This design comes from an exercise in tuning for small area on the open sky130 flow, not from production work. Only simulation tests tie the RTL to the original design; equivalence was not proved. The clock port is modelled as an ideal driver; clocking choices that lean on that would not hold on a real chip. No activity file was given, so power comes from the tool's default toggle rates.

==> flow/design.v (excerpt) <==
module ddr_main (
    input        clk,
    input        rst,
    input        btnU,
    input        btnD,
    input        btnL,
    input        btnR,
    input  [7:0] sw,
    output [7:0] led,
    output [6:0] seg,
    output [3:0] an
);
localparam [1:0] ST_GAME = 2'd0, ST_PAUSE = 2'd1, ST_RESET = 2'd2;
reg [1:0] state;
wire s_game  = (state == ST_GAME);
wire s_pause = (state == ST_PAUSE);
wire s_reset = (state == ST_RESET);
reg [2:1] pu, pd, pl, pr;    
reg pu0, pd0, pl0, pr0;      
reg isUn, isDn, isLn, isRn;  
always @(posedge clk)
    if (rst) begin
        pu <= 0; pd <= 0; pl <= 0; pr <= 0;
    end else begin
        pu <= {btnU, pu[2]};
        pd <= {btnD, pd[2]};
        pl <= {btnL, pl[2]};
        pr <= {btnR, pr[2]};
    end
always @(posedge clk) begin
    pu0 <= pu[1]; pd0 <= pd[1]; pl0 <= pl[1]; pr0 <= pr[1];
    isUn <= pu0 | ~pu[1];
    isDn <= pd0 | ~pd[1];
    isLn <= pl0 | ~pl[1];
    isRn <= pr0 | ~pr[1];
end
wire isU = ~isUn, isD = ~isDn, isL = ~isLn, isR = ~isRn;
wire game_rst = pr[2] | pr[1];
wire combo_en = pl[1] | pl0;
always @(posedge clk)
    if (rst)
        state <= ST_RESET;
    else
        state <= sw[0] ? (game_rst ? ST_RESET : ST_PAUSE) : ST_GAME;
reg ddv, den;
reg [7:0] dvn;    
wire [7:0] dv = ~dvn;
always @(posedge clk) begin
    if (rst || s_reset) begin
  ...
clock: 16.0 ns
lec_check: 0
abc_area: 1
cap_margin: 20
core_margin: 2
core_utilization: 75
slew_margin: 20
standard.sh (not shown) runs the stock make flow with config.mk's settings and CLKGATE_MAP_FILE= SYNTH_SCRIPT=/design/flow/synth_recipe.tcl, a recipe that flattens the netlist after the stock synthesis.
==> flow/flow/run.sh <==
#!/bin/bash
# Own layout flow: the standard synthesis, then an area re-mapping of the
# combinational logic (registers untouched), then the standard layout steps
# with the clock tree built without dummy loads.
set -euo pipefail
W=$(pwd)
R=$W/orfs/results/${FLOW_PLATFORM}/ddr_main/base
YOSYS=yosys
if ! command -v yosys >/dev/null 2>&1; then
  YOSYS=$FLOW_HOME/../tools/install/yosys/bin/yosys
fi

bash standard.sh synth > $W/log_synth.txt 2>&1
cp $R/1_2_yosys.v $W/standard_synth.v
# Re-map the combinational logic with several ABC scripts in parallel and
# keep the smallest netlist.
R2="balance; rewrite; refactor; balance; rewrite; rewrite -z; balance; refactor -z; rewrite -z; balance"
mkdir -p $W/reopt
SCRIPTS="$W/flow/area.abc $W/flow/area_lut.abc"
for seed in ${DEEP_SEEDS:-$(seq 1 22)}; do
  printf "strash\n$R2\n&get -n\n&deepsyn -S $seed -T ${DEEP_T:-30}\n&put\ndch -f\namap\n" > $W/reopt/deep$seed.abc
  SCRIPTS="$SCRIPTS $W/reopt/deep$seed.abc"
done
n=0
for sc in $SCRIPTS; do
  n=$((n+1))
  REOPT_IN=$W/standard_synth.v REOPT_OUT=$W/reopt/r$n.v REOPT_ABC=$sc \
    $YOSYS -c $W/flow/reopt.tcl > $W/reopt/log_r$n.txt 2>&1 &
  if (( n % ${NUM_CORES:-4} == 0 )); then wait; fi
done
wait
best=""
best_area=1e18
for f in $W/reopt/r*.v; do
  a=$(sed -n "s/.*Chip area for module '.ddr_main': \([0-9.]*\).*/\1/p" $f.after.txt)
  echo "$f $a" >> $W/log_reopt.txt
  if awk "BEGIN{exit !($a < $best_area)}"; then best=$f; best_area=$a; fi
done
echo "best $best $best_area" >> $W/log_reopt.txt
cp $best $W/reopt.v
cp $W/reopt.v $R/1_2_yosys.v
touch $R/1_2_yosys.v

CTS="-sink_clustering_enable -repair_clock_nets -dont_use_dummy_load"
CTS="$CTS -buf_list sky130_fd_sc_hd__clkbuf_8 -sink_clustering_size 40 -sink_clustering_max_diameter 200"
BUF="-inputs -outputs -buffer_cell sky130_fd_sc_hd__buf_1"
bash standard.sh "CTS_ARGS=$CTS" "BUFFER_PORTS_ARGS=$BUF" \
  "PRE_CTS_TCL=$W/flow/pre_cts.tcl" "CLK_SLEW_TARGET=0.095" ${STOP_AT:-finish} > $W/log_layout.txt 2>&1
Other scripts of this flow, unchanged in this note and not shown: flow/flow/area.abc, flow/flow/area_lut.abc, flow/flow/downsize.tcl, flow/flow/pre_cts.tcl, flow/flow/reopt.tcl
Edit:
--- a/flow/design.v
+++ b/flow/design.v
@@ -64,46 +64,31 @@
     if (s_reset) begin
         rr <= sw[7:1];
         nb <= 1'b0;
     end else if (tick) begin
         nb <= ~(rr[6] ^ rr[5]);
         rr <= {nb, rr[6:1]};
     end
-reg [3:0] rhi;    
-always @* begin
-    case (rr[6:4])
-        3'd0: rhi = 4'd0;
-        3'd1: rhi = 4'd5;
-        3'd2: rhi = 4'd10;
-        3'd3: rhi = 4'd4;
-        3'd4: rhi = 4'd9;
-        3'd5: rhi = 4'd3;
-        3'd6: rhi = 4'd8;
-        default: rhi = 4'd2;
-    endcase
-end
-wire [4:0] rsum = rhi + rr[3:0];    
-wire [4:0] rmod = (rsum >= 5'd22) ? rsum - 5'd22 : (rsum >= 5'd11) ? rsum - 5'd11 : rsum;
 reg [3:0] next_mask;
+wire [3:0] next_nmask = ~next_mask;
 always @* begin
-    case (rmod)
-        5'd0:  next_mask = 4'b1000;
-        5'd1:  next_mask = 4'b0100;
-        5'd2:  next_mask = 4'b0010;
-        5'd3:  next_mask = 4'b0001;
-        5'd4:  next_mask = 4'b1100;
-        5'd5:  next_mask = 4'b1010;
-        5'd6:  next_mask = 4'b1001;
-        5'd7:  next_mask = 4'b0110;
-        5'd8:  next_mask = 4'b0101;
-        5'd9:  next_mask = 4'b0011;
+    case (rr % 7'd11)
+        7'd0:  next_mask = 4'b1000;
+        7'd1:  next_mask = 4'b0100;
+        7'd2:  next_mask = 4'b0010;
+        7'd3:  next_mask = 4'b0001;
+        7'd4:  next_mask = 4'b1100;
+        7'd5:  next_mask = 4'b1010;
+        7'd6:  next_mask = 4'b1001;
+        7'd7:  next_mask = 4'b0110;
+        7'd8:  next_mask = 4'b0101;
+        7'd9:  next_mask = 4'b0011;
         default: next_mask = 4'b0000;
     endcase
 end
-wire [3:0] next_nmask = ~next_mask;
 reg [2:1] pm;    
 reg pm0, isM;    
 always @(posedge clk) begin
     if (rst)
         pm <= 0;
     else
         pm <= {met, pm[2]};
=> The changed run finished with timing, DRC and antenna clean; area after synthesis barely changes; setup slack gets better by 0.84 ns; cell count increases by 1.4%; synthesized cell count increases by 1.9%; sequential power is about the same; clock skew increases by 0.012 ns; maximum frequency increases by 13%; die area stays flat; non-clock buffer count decreases by 1; cell area decreases by 0.35%.

-- static timing again, ports no longer ideal --
Ports are ideal in the flow. The routed layouts listed here were re-timed in OpenROAD.
Step 1, drivers: a clkbuf_16 drives clk and a buf_2 each remaining input, both assumed.
Step 2 moves the port delays by t, midway between the first and last clock arrival at a register: inputs arrive t later, outputs are due t later. That takes back most of the time a late clock gives input paths.
Three values: ideal ports, drivers, drivers and shift; two values: the first two.
| run | t (ns) | slack for setup (ns) | hold slack, ns | pins driven straight from the clock port |
|---|---|---|---|---|
| the first run | 0.549 | 8.543 / 8.516 / 9.065 | 0.351 / 0.351 / 0.351 | 1 |
| the second run | 0.696 | 9.388 / 9.356 / 10.052 | 0.349 / 0.349 / 0.349 | 1 |
After both steps setup and hold are still met in every run listed.
